What follows belongs to an exercise in optimizing a design on an open flow for small area, a short achievable clock period and few clock cycles; a production flow would make more cautious choices.
Function was checked by simulation only, so behaviour that the tests miss may differ from the original.
No activity file was given, so power comes from the tool's default toggle rates.

==> run C <==
==> flow/design.v <==
module add16 (output [15:0] s, input [15:0] a, input [15:0] b, input cin);
wire [15:0] p0 = a ^ b;
wire g0_0 = a[0] & b[0] | p0[0] & cin;
wire g0_1 = a[1] & b[1];
wire g0_2 = a[2] & b[2];
wire g0_3 = a[3] & b[3];
wire g0_4 = a[4] & b[4];
wire g0_5 = a[5] & b[5];
wire g0_6 = a[6] & b[6];
wire g0_7 = a[7] & b[7];
wire g0_8 = a[8] & b[8];
wire g0_9 = a[9] & b[9];
wire g0_10 = a[10] & b[10];
wire g0_11 = a[11] & b[11];
wire g0_12 = a[12] & b[12];
wire g0_13 = a[13] & b[13];
wire g0_14 = a[14] & b[14];
wire g0_15 = a[15] & b[15];
wire g_1_0 = g0_1 | p0[1] & g0_0;
wire g_3_2 = g0_3 | p0[3] & g0_2;
wire p_3_2 = p0[3] & p0[2];
wire g_5_4 = g0_5 | p0[5] & g0_4;
wire p_5_4 = p0[5] & p0[4];
wire g_7_6 = g0_7 | p0[7] & g0_6;
wire p_7_6 = p0[7] & p0[6];
wire g_9_8 = g0_9 | p0[9] & g0_8;
wire p_9_8 = p0[9] & p0[8];
wire g_11_10 = g0_11 | p0[11] & g0_10;
wire p_11_10 = p0[11] & p0[10];
wire g_13_12 = g0_13 | p0[13] & g0_12;
wire p_13_12 = p0[13] & p0[12];
wire g_15_14 = g0_15 | p0[15] & g0_14;
wire p_15_14 = p0[15] & p0[14];
wire g_3_0 = g_3_2 | p_3_2 & g_1_0;
wire g_7_4 = g_7_6 | p_7_6 & g_5_4;
wire p_7_4 = p_7_6 & p_5_4;
wire g_11_8 = g_11_10 | p_11_10 & g_9_8;
wire p_11_8 = p_11_10 & p_9_8;
wire g_15_12 = g_15_14 | p_15_14 & g_13_12;
wire p_15_12 = p_15_14 & p_13_12;
wire g_7_0 = g_7_4 | p_7_4 & g_3_0;
wire g_15_8 = g_15_12 | p_15_12 & g_11_8;
wire p_15_8 = p_15_12 & p_11_8;
wire g_15_0 = g_15_8 | p_15_8 & g_7_0;
wire g_11_0 = g_11_8 | p_11_8 & g_7_0;
wire g_5_0 = g_5_4 | p_5_4 & g_3_0;
wire g_9_0 = g_9_8 | p_9_8 & g_7_0;
wire g_13_0 = g_13_12 | p_13_12 & g_11_0;
wire g_2_0 = g0_2 | p0[2] & g_1_0;
wire g_4_0 = g0_4 | p0[4] & g_3_0;
wire g_6_0 = g0_6 | p0[6] & g_5_0;
wire g_8_0 = g0_8 | p0[8] & g_7_0;
wire g_10_0 = g0_10 | p0[10] & g_9_0;
wire g_12_0 = g0_12 | p0[12] & g_11_0;
wire g_14_0 = g0_14 | p0[14] & g_13_0;
assign s[0] = p0[0] ^ cin;
assign s[1] = p0[1] ^ g0_0;
assign s[2] = p0[2] ^ g_1_0;
assign s[3] = p0[3] ^ g_2_0;
assign s[4] = p0[4] ^ g_3_0;
assign s[5] = p0[5] ^ g_4_0;
assign s[6] = p0[6] ^ g_5_0;
assign s[7] = p0[7] ^ g_6_0;
assign s[8] = p0[8] ^ g_7_0;
assign s[9] = p0[9] ^ g_8_0;
assign s[10] = p0[10] ^ g_9_0;
assign s[11] = p0[11] ^ g_10_0;
assign s[12] = p0[12] ^ g_11_0;
assign s[13] = p0[13] ^ g_12_0;
assign s[14] = p0[14] ^ g_13_0;
assign s[15] = p0[15] ^ g_14_0;
endmodule
module MU0 ( Addr, Dout, Halted, Rd, Wr, cc, fetch, regC, Clk, Din,
     Reset, srcC );
output  Halted, Rd, Wr, fetch;
input  Clk, Reset;
output [11:0]  Addr;
output [1:0]  cc;
output [15:0]  Dout;
output [15:0]  regC;
input [15:0]  Din;
input [1:0]  srcC;
reg  [15:0] acc;
reg  [11:0] pc;      
reg  [11:0] ra;      
reg  [1:0]  op;      
reg         st;      
reg         hlt;     
reg         rq;      
wire        N = acc[15];
wire        Z = ~|acc;
wire        fc   = ~st & ~hlt;                   
wire [2:0]  f    = Din[14:12];
wire        stp  = &f;
wire        take = f[2] & ~f[0] & (~f[1] | ~Z) |    
               f[2] & ~f[1] & f[0] & ~N;            
wire        is_sta = ~op[1] & op[0];
wire [11:0] pc_n = pc + {11'd0, fc};
wire        en = st & ~is_sta;
wire        ka = ~rq & (op[1] | ~en);       
wire        kb = en;                        
wire        b1 = kb & ~op[0], b0 = kb & op[0];
wire [15:0] bop;
genvar i;
generate for (i = 0; i < 16; i = i + 1) begin : bsel
  assign bop[i] = Din[i] ? b1 : b0;
end endgenerate
wire [15:0] alu;
add16 u_add (.s(alu), .a(acc & {16{ka}}),
             .b(bop), .cin(op[0] & kb));
always @(posedge Clk or posedge Reset)
  if (Reset) begin
    pc  <= 12'd0;
    st  <= 1'b0;
    hlt <= 1'b0;
  end else begin
    st  <= fc & ~f[2];
    hlt <= hlt | fc & stp;
    pc  <= fc & (~f[2] | take) ? Din[11:0] : st ? ra : pc_n;
  end
always @(posedge Clk or posedge Reset)
  if (Reset) rq <= 1'b1;
  else       rq <= 1'b0;
always @(posedge Clk) begin
  acc <= alu;
  ra <= pc_n;
  op <= Din[13:12];
end
assign Addr   = pc;
assign Dout   = acc;
assign Rd     = ~Reset & ~hlt & ~(st & is_sta);
assign fetch  = ~Reset & fc;
assign Wr     = st & is_sta;
assign Halted = hlt;
assign cc     = {N, Z};
assign regC   = srcC[1] ? {14'd0, N, Z} :
                srcC[0] ? {4'd0, pc} : acc;
endmodule
==> flow/flow/run.sh <==
#!/bin/bash
# Standard ORFS layout in parts:
#  1. the standard synthesis; flow/remap.sh then re-maps its combinational
#     logic for area (flip-flops unchanged);
#  2. floorplan and placement; flow/size_io.tcl then sizes the port buffers
#     on the paths from the inputs straight to the outputs (srcC to regC,
#     Reset to Rd and fetch);
#  3. clock tree, routing and the rest.
# Each step's full output is in its own .log file here.
# Ports are buffered with buf_1; timing repair aims at a 5.3 ns setup margin.
set -euo pipefail
K=("SETUP_SLACK_MARGIN=5.3" "BUFFER_PORTS_ARGS=-buffer_cell sky130_fd_sc_hd__buf_1" "CTS_ARGS=-sink_clustering_enable -repair_clock_nets -dont_use_dummy_load -buf_list sky130_fd_sc_hd__clkbuf_8")
R=orfs/results/$FLOW_PLATFORM/MU0/base
bash standard.sh "${K[@]}" synth > standard_synth.log 2>&1
cp $R/1_2_yosys.v standard_1_2_yosys.v
bash flow/remap.sh standard_1_2_yosys.v $R/1_2_yosys.v > remap.log 2>&1
rm -f $R/1_synth.odb $R/1_synth.sdc
bash standard.sh "${K[@]}" place > standard_place.log 2>&1
openroad -no_init -exit flow/size_io.tcl > size_io.log 2>&1
bash standard.sh "${K[@]}" finish > standard_finish.log 2>&1
==> flow/flow/cellmodels.py <==
#!/usr/bin/env python3
"""Write Verilog models of the combinational cells of a liberty file, from
their function attributes (for re-mapping a mapped netlist with ABC).
usage: cellmodels.py LIB > models.v"""
import re, sys
s = open(sys.argv[1]).read()
out = []
for m in re.finditer(r'\n\s*cell\s*\(\s*"?(\w+)"?\s*\)\s*\{', s):
    name = m.group(1)
    # the cell body: up to the next cell
    start = m.end()
    nxt = re.search(r'\n\s*cell\s*\(', s[start:])
    body = s[start:start + nxt.start()] if nxt else s[start:]
    if re.search(r'\b(ff|latch|statetable)\s*\(', body):
        continue
    pins = re.findall(r'\n\s*pin\s*\(\s*"?(\w+)"?\s*\)\s*\{(.*?)\n\s*\}', body, re.S)
    ins, outs = [], []
    for pn, pb in pins:
        d = re.search(r'direction\s*:\s*"?(\w+)"?', pb)
        if not d:
            continue
        if d.group(1) == 'input':
            ins.append(pn)
        elif d.group(1) == 'output':
            f = re.search(r'function\s*:\s*"([^"]*)"', pb)
            if not f:
                outs = None
                break
            outs.append((pn, f.group(1)))
    if not outs or not ins:
        continue
    ports = ins + [o for o, _ in outs]
    out.append("module %s (%s);" % (name, ", ".join(ports)))
    for i in ins:
        out.append("  input %s;" % i)
    for o, f in outs:
        e = f.replace('!', '~').replace('*', '&').replace('+', '|')
        out.append("  output %s;\n  assign %s = %s;" % (o, o, e))
    out.append("endmodule")
print("\n".join(out))
==> flow/flow/remap.abc <==
strash
dch -f
amap
topo
==> flow/flow/remap.sh <==
#!/bin/bash
# Re-map the combinational logic of the standard synthesis netlist with ABC
# for area (flow/remap.abc). The flip-flops stay the cells and names the
# standard synthesis gave them: the combinational cells are read as their
# liberty functions and flattened into gates, while the flip-flops and tie
# cells stay black boxes, and ABC maps only the gates. The cells on the
# short paths from the inputs straight to the outputs (srcC to regC, Reset
# to Rd and fetch) are kept as the standard synthesis mapped them.
# usage: flow/remap.sh NETLIST_IN NETLIST_OUT
set -euo pipefail
LIB=$FLOW_HOME/platforms/$FLOW_PLATFORM/lib/sky130_fd_sc_hd__tt_025C_1v80.lib
python3 flow/cellmodels.py $LIB > remap_models.v
cat > remap.ys <<EOY
read_verilog remap_models.v
read_liberty -lib -ignore_redef $LIB
read_verilog $1
hierarchy -top $FLOW_TOP
cd $FLOW_TOP
select -set fwd w:srcC w:Reset %u %co5
select -set bwd w:regC w:Halted %u w:Rd %u w:fetch %u %ci5
select -set keep @fwd @bwd %i t:sky130_fd_sc_hd__df* %d
setattr -set keep_hierarchy 1 @keep
cd
flatten
opt -purge
techmap
opt -fast -purge
abc -liberty $LIB -script flow/remap.abc -dont_use *probe* -dont_use *lpflow*
opt_clean -purge
blackbox sky130_fd_sc_hd__*
stat -liberty $LIB
write_verilog -noattr -nohex -nodec $2
EOY
yosys -l remap_yosys.log remap.ys > /dev/null
==> flow/flow/size_io.tcl <==
set ::sizes {regC* sky130_fd_sc_hd__buf_2 Halted sky130_fd_sc_hd__buf_2 Rd sky130_fd_sc_hd__buf_2 fetch sky130_fd_sc_hd__buf_2 srcC* sky130_fd_sc_hd__buf_4}
# Resize the port buffers of the input-to-output paths in the placed design,
# then legalise the placement again.
set p $::env(FLOW_HOME)/platforms/$::env(FLOW_PLATFORM)
set r orfs/results/$::env(FLOW_PLATFORM)/MU0/base
read_lef $p/lef/sky130_fd_sc_hd.tlef
read_lef $p/lef/sky130_fd_sc_hd_merged.lef
read_liberty $p/lib/sky130_fd_sc_hd__tt_025C_1v80.lib
read_db $r/3_place.odb
read_sdc $r/3_place.sdc
source $p/setRC.tcl
estimate_parasitics -placement
report_checks -path_delay max -group_path_count 5 -format end
# the buffer on a port: the cell its net drives (input) or is driven by (output)
proc size_port {pattern cell} {
  set block [ord::get_db_block]
  foreach bt [$block getBTerms] {
    set name [$bt getName]
    if {![string match $pattern $name]} continue
    set want [expr {[$bt getIoType] eq "OUTPUT" ? "OUTPUT" : "INPUT"}]
    foreach it [[$bt getNet] getITerms] {
      if {[$it getIoType] ne $want} continue
      set inst [[$it getInst] getName]
      puts "$name: $inst [[[$it getInst] getMaster] getName] -> $cell"
      replace_cell [get_cells $inst] $cell
    }
  }
}
foreach {port cell} $::sizes { size_port $port $cell }
estimate_parasitics -placement
report_checks -path_delay max -group_path_count 5 -format end
report_checks -path_delay max
detailed_placement
check_placement -verbose
write_db $r/3_place.odb
==> flow/standard.sh <==
#!/bin/bash
# synth_recipe.tcl (not shown) runs the flow's synth.tcl, then flattens the netlist and writes it again
# the make line also repeats each setting of config.mk as NAME=value (left out here)
make -C /OpenROAD-flow-scripts/flow DESIGN_CONFIG=/design/flow/config.mk WORK_HOME=/design/flow/orfs CLKGATE_MAP_FILE= SYNTH_SCRIPT=/design/flow/synth_recipe.tcl "${@:-finish}"
==> flow/config.mk <==
export PLATFORM = sky130hd
export DESIGN_NAME = MU0
export DESIGN_NICKNAME = MU0
export VERILOG_FILES = /design/flow/design.v
export SDC_FILE = /design/flow/constraint.sdc
export NUM_CORES = 4
export LEC_CHECK = 0
export CAP_MARGIN = 20
export CORE_MARGIN = 2
export CORE_UTILIZATION = 55
export SLEW_MARGIN = 20
==> flow/constraint.sdc <==
create_clock -name core_clock -period 10.0 [get_ports {Clk}]
set_input_delay 2.0000 -clock core_clock [delete_from_list [all_inputs] [get_ports {Clk}]]
set_output_delay 2.0000 -clock core_clock [all_outputs]
set_load 0.01 [all_outputs]
==> run A: changes against run C <==
--- a/flow/design.v
+++ b/flow/design.v
@@ -82,7 +82,7 @@
 input [1:0]  srcC;
 reg  [15:0] acc;
 reg  [11:0] pc;      
-reg  [11:0] ra;      
+reg  [11:0] sa;      
 reg  [1:0]  op;      
 reg         st;      
 reg         hlt;     
@@ -116,23 +116,23 @@
   end else begin
     st  <= fc & ~f[2];
     hlt <= hlt | fc & stp;
-    pc  <= fc & (~f[2] | take) ? Din[11:0] : st ? ra : pc_n;
+    pc  <= fc & take ? Din[11:0] : pc_n;
   end
 always @(posedge Clk or posedge Reset)
   if (Reset) rq <= 1'b1;
   else       rq <= 1'b0;
 always @(posedge Clk) begin
   acc <= alu;
-  ra <= pc_n;
+  sa <= Din[11:0];
   op <= Din[13:12];
 end
-assign Addr   = pc;
+assign Addr   = st ? sa : pc;
 assign Dout   = acc;
 assign Rd     = ~Reset & ~hlt & ~(st & is_sta);
 assign fetch  = ~Reset & fc;
 assign Wr     = st & is_sta;
-assign Halted = hlt;
+assign Halted = hlt | ~Reset & fc & stp;
 assign cc     = {N, Z};
 assign regC   = srcC[1] ? {14'd0, N, Z} :
-                srcC[0] ? {4'd0, pc} : acc;
+                srcC[0] ? {4'd0, pc_n} : acc;
 endmodule
--- a/flow/flow/run.sh
+++ b/flow/flow/run.sh
@@ -4,9 +4,8 @@
 #     logic for area (flip-flops unchanged);
 #  2. floorplan and placement; flow/size_io.tcl then sizes the port buffers
 #     on the paths from the inputs straight to the outputs (srcC to regC,
-#     Reset to Rd and fetch);
+#     Reset and Din to the bus controls);
 #  3. clock tree, routing and the rest.
-# Each step's full output is in its own .log file here.
 # Ports are buffered with buf_1; timing repair aims at a 5.3 ns setup margin.
 set -euo pipefail
 K=("SETUP_SLACK_MARGIN=5.3" "BUFFER_PORTS_ARGS=-buffer_cell sky130_fd_sc_hd__buf_1" "CTS_ARGS=-sink_clustering_enable -repair_clock_nets -dont_use_dummy_load -buf_list sky130_fd_sc_hd__clkbuf_8")
==> flow/flow/remap.abc (replaced) <==
strash
dch -f
map -a
topo
==> flow/flow/remap.sh (replaced) <==
#!/bin/bash
# Re-map the combinational logic of the standard synthesis netlist with ABC
# for area. The flip-flops stay the cells and names the standard synthesis
# gave them: the combinational cells are read as their liberty functions
# and flattened into gates, while the flip-flops and tie cells stay black
# boxes, and ABC maps only the gates. The cells on the short paths from
# the inputs straight to the outputs (srcC to regC, Reset and Din to
# Halted, Rd and fetch) are kept as the standard synthesis mapped them.
# usage: flow/remap.sh NETLIST_IN NETLIST_OUT
set -euo pipefail
LIB=$FLOW_HOME/platforms/$FLOW_PLATFORM/lib/sky130_fd_sc_hd__tt_025C_1v80.lib
python3 flow/cellmodels.py $LIB > remap_models.v
cat > remap.ys <<EOY
read_verilog remap_models.v
read_liberty -lib -ignore_redef $LIB
read_verilog $1
hierarchy -top $FLOW_TOP
cd $FLOW_TOP
select -set fwd w:srcC w:Reset %u w:Din %u %co3
select -set bwd w:regC w:Halted %u w:Rd %u w:fetch %u %ci3
select -set keep @fwd @bwd %i t:sky130_fd_sc_hd__df* %d
setattr -set keep_hierarchy 1 @keep
cd
flatten
opt -purge
techmap
opt -fast -purge
abc -liberty $LIB -script flow/remap.abc -dont_use *probe* -dont_use *lpflow*
opt_clean -purge
blackbox sky130_fd_sc_hd__*
stat -liberty $LIB
write_verilog -noattr -nohex -nodec $2
EOY
yosys -l remap_yosys.log remap.ys > /dev/null
==> results.txt <==
In run A the synthesized cell count is higher than in run C, by 14%.
Worst hold slack: run A is higher than run C (0.15 ns).
Clock-buffer cell count is the same in run A and run C.
Between run C and run A, the lower area after synthesis is in run C (gap about 3.7%, measured against run A).
In run A the sequential power is smaller than in run C, by 31%.
Maximum frequency: run A is lower than run C (about 5.4%).
Of run C and run A, run A has the higher design area (gap about 9%, measured against run A).
Testbench counts of run C, summed over its fixed seeds: cycles 63,739.
Testbench counts of run A, summed over its fixed seeds: cycles 63,547.

## re-timing with driven ports
How much do the figures lean on ideal ports? The routed layouts below were timed once more, with nothing changed but the port constraints. Step 1 (the two cells are an assumption about what drives the block):
set clk [get_ports {Clk}]
set_driving_cell -lib_cell sky130_fd_sc_hd__clkbuf_16 $clk
set_driving_cell -lib_cell sky130_fd_sc_hd__buf_2 [delete_from_list [all_inputs] $clk]
Step 2, shift: input delay + t, output delay - t, t = (earliest + latest rising clock arrival at the registers) / 2. This alone moves slack from input paths to output paths. a / b / c = ideal / step 1 / step 2; a / b = the first two.
run	shift t [ns]	setup WS [ns]	latest minus earliest clock arrival (ns)
run C	0.316	5.362 / 5.316 / 5.286	0.010 / 0.011
run A	0.314	5.096 / 5.067 / 5.253	0.010 / 0.010
After both steps every run listed still meets setup and hold. For run C, which loses most, drivers alone change the setup slack by -0.046 ns; drivers and shift together by -0.076 ns.
